Context: an optimization exercise on an open-source flow, tuned for small area, a short achievable clock period and few clock cycles. The choices shown serve that exercise and are no tape-out recipe.
Function was checked by simulation only, so behaviour that the tests miss may differ from the original.

==> build 8 <==
## muntjac_muldiv_top
module muntjac_muldiv_top (
  input  logic        clk_i,
  input  logic        rst_ni,
  input  logic [63:0] operand_a_i,
  input  logic [63:0] operand_b_i,
  input  logic [2:0]  req_op_i,
  input  logic        req_word_i,
  input  logic        req_valid_i,
  output logic        req_ready_o,
  output logic        resp_valid_o,
  output logic [63:0] resp_value_o
);
export LEC_CHECK = 0
export CAP_MARGIN = 40
export CORE_MARGIN = 2
export CORE_UTILIZATION = 30
export SETUP_SLACK_MARGIN = 4
export SLEW_MARGIN = 40
create_clock -name core_clock -period 12.0 [get_ports {clk_i}]
run.sh (not shown) runs the stock make flow with config.mk's settings and CLKGATE_MAP_FILE= SYNTH_SCRIPT=/design/flow/synth_recipe.tcl, a recipe that flattens the netlist after the stock synthesis.
==> inputs of trial 54, as changes to build 8 <==
--- a/flow/design.v
+++ b/flow/design.v
@@ -2312,16 +2312,15 @@
       end
     end
   end
   assign sum_o = p ^ {gg[L][W-2:0], cin_i};
   assign cout_o = gg[L][W-1];
 endmodule
 module muntjac_div_r4 #(
-    parameter int DW  = 67,
-    parameter bit PRE = 1'b0
+    parameter int DW = 67
 ) (
     input  logic [63:0]   r_i,
     input  logic [DW-1:0] d_i,
     output logic [63:0]   r_o,
     output logic [1:0]    q_o
 );
   wire [DW-1:0] d1 = d_i;
@@ -2331,26 +2330,19 @@
   logic [63:0] s1, s2;
   logic        c1, c2;
   muntjac_add #(.W(64)) u_s1 (.x_i(r_i), .y_i(~d1[63:0]), .cin_i(1'b1), .sum_o(s1), .cout_o(c1));
   muntjac_add #(.W(64)) u_s2 (.x_i(r_i), .y_i(~d2[63:0]), .cin_i(1'b1), .sum_o(s2), .cout_o(c2));
   wire [65:0] xa = {2'b00, r_i};
   wire [65:0] xb = {2'b11, ~d1[63:0]};
   wire [65:0] xc = {2'b11, ~d2[63:0]};
+  wire [65:0] cs_s = xa ^ xb ^ xc;
+  wire [65:0] cs_c = {(xa[64:0] & xb[64:0]) | (xa[64:0] & xc[64:0]) | (xb[64:0] & xc[64:0]), 1'b1};
   logic [65:0] s3;
   logic        c3;
-  if (PRE) begin : g_pre
-    logic [65:0] nd;
-    logic        cn;
-    muntjac_add #(.W(66)) u_nd (.x_i(xb), .y_i(xc), .cin_i(1'b1), .sum_o(nd), .cout_o(cn));
-    muntjac_add #(.W(66)) u_s3 (.x_i(xa), .y_i(nd), .cin_i(1'b1), .sum_o(s3), .cout_o(c3));
-  end else begin : g_csa
-    wire [65:0] cs_s = xa ^ xb ^ xc;
-    wire [65:0] cs_c = {(xa[64:0] & xb[64:0]) | (xa[64:0] & xc[64:0]) | (xb[64:0] & xc[64:0]), 1'b1};
-    muntjac_add #(.W(66)) u_s3 (.x_i(cs_s), .y_i(cs_c), .cin_i(1'b1), .sum_o(s3), .cout_o(c3));
-  end
+  muntjac_add #(.W(66)) u_s3 (.x_i(cs_s), .y_i(cs_c), .cin_i(1'b1), .sum_o(s3), .cout_o(c3));
   wire ge1 = c1 & up1z;
   wire ge2 = c2 & up2z;
   wire ge3 = ~s3[65] & up1z;
   assign q_o[1] = ge1;
   assign q_o[0] = ge1 ? ge3 : ge2;
   always_comb begin
     unique case ({ge1, q_o[0]})
@@ -2370,15 +2362,15 @@
     output logic [63:0]      r_o,
     output logic [STEPS-1:0] q_o
 );
   logic [63:0] r [STEPS/2+1];
   assign r[0] = r_i;
   for (genvar k = 0; k < STEPS / 2; k++) begin : g_stage
     wire [DW-1:0] d = d_i >> (2 * k);
-    muntjac_div_r4 #(.DW(DW), .PRE(k > 0)) u_r4 (
+    muntjac_div_r4 #(.DW(DW)) u_r4 (
       .r_i (r[k]),
       .d_i (d),
       .r_o (r[k+1]),
       .q_o (q_o[STEPS-1-2*k -: 2])
     );
   end
   assign r_o = r[STEPS/2];
@@ -2452,16 +2444,16 @@
   wire b_short = (b[63:32] == '0) | (m_sb & (b[63:32] == '1));
   wire m_single = req_word_i | (a_short & b_short);
   wire m_mulh = req_op_i[1:0] != 2'b00;
   logic [32:0] mac_a, mac_b;
   logic [65:0] mac_acc, mac_s, mac_c;
   always_comb begin
     if (state_q == StateIdle) begin
-      mac_a = {a[32] & m_sa & (&a[63:33]), a[31:0]};
-      mac_b = {b[32] & m_sb & (&b[63:33]), b[31:0]};
+      mac_a = {a_short & a[32], a[31:0]};
+      mac_b = {b_short & b[32], b[31:0]};
       mac_acc = '0;
     end else begin
       mac_a = asel_hi_q ? a_q[64:32] : {atop_q & a_q[32], a_q[31:0]};
       mac_b = bsel_hi_q ? b_q[64:32] : {btop_q & b_q[32], b_q[31:0]};
       mac_acc = mshift_q ? {{32{sum[65]}}, sum[65:32]} : sum;
     end
   end
Settings changed: CAP_MARGIN 40 to 20, MIN_ROUTING_LAYER set to met2, SLEW_MARGIN 40 to 20.
==> comparison <==
Trial 54 stopped in 5_1_grt, error GRT-0232. Build 8 finished clean. Between build 8 and trial 54, the lower synthesized cell count is in trial 54 (gap 2.1%, measured against trial 54). Between build 8 and trial 54, the lower synthesized area is in trial 54 (gap 1.2%, measured against trial 54).
==> figures <==
	build 8	trial 54
Post-synth net total	12912	12684
Fraction of synthesized cell area taken by the top area cell type	0.264	0.281
Initial core utilization	0.301	0.301
Die extent in y	538 µm	535 µm
Die span in x	538 µm	535 µm
Number of distinct library cells after synthesis	95	122
Post-synthesis mux area share	0.0289	0.0286
Fraction of the mapped netlist area in simple logic gates	0.180	0.171
HPWL after DPL	380 mm	457 mm
Number of cells produced by synthesis	11090	10867
Register area share after synthesis	0.0921	0.0932
Mean Syn Cell Area	7.72 µm²	7.79 µm²
Fraction of the mapped netlist area in adder cells	0.345	0.354
Xor/xnor share of the synthesized area	0.0590	0.0554
Synth Warn #	11	10
Routability congestion estimate from global placement	1.12	1.25
Rows	196	195
Placed insts	14756	14790
Status	no timing/DRC/antenna violations	aborted with a tool error
Failing step	-	5_1_grt
Compound-Gate Fraction of Synth Area	0.207	0.201
Buffers inserted by post-CTS timing repair	205	385
Area of the mapped netlist	0.0857 mm²	0.0846 mm²
Testbench counts of build 8, summed over its fixed seeds: cycles 36,582.
Testbench counts of trial 54, summed over its fixed seeds: cycles 36,582.

[what the ideal ports hide]
How much do the figures lean on ideal ports? The routed layout below was timed once more, with nothing changed but the port constraints. Step 1: set_driving_cell puts a clkbuf_16 on clk_i and a buf_2 on each other input, an assumption about the parent block. Step 2 also shifts input and output timing later by t, the mid clock arrival at the registers, as if the neighbouring blocks saw the same clock. Three values: ideal, step 1, step 2; two values: the first two.
run: build 8
t (ns): 0.744
slack for setup (ns): 3.872 / 3.793 / 3.086
worst setup path after step 2: input to register
clock arrival spread, ns: 0.100 / 0.101
After both steps build 8 still meets setup and hold. The setup slack of build 8 moves by -0.079 ns with the drivers and by -0.786 ns with both steps.
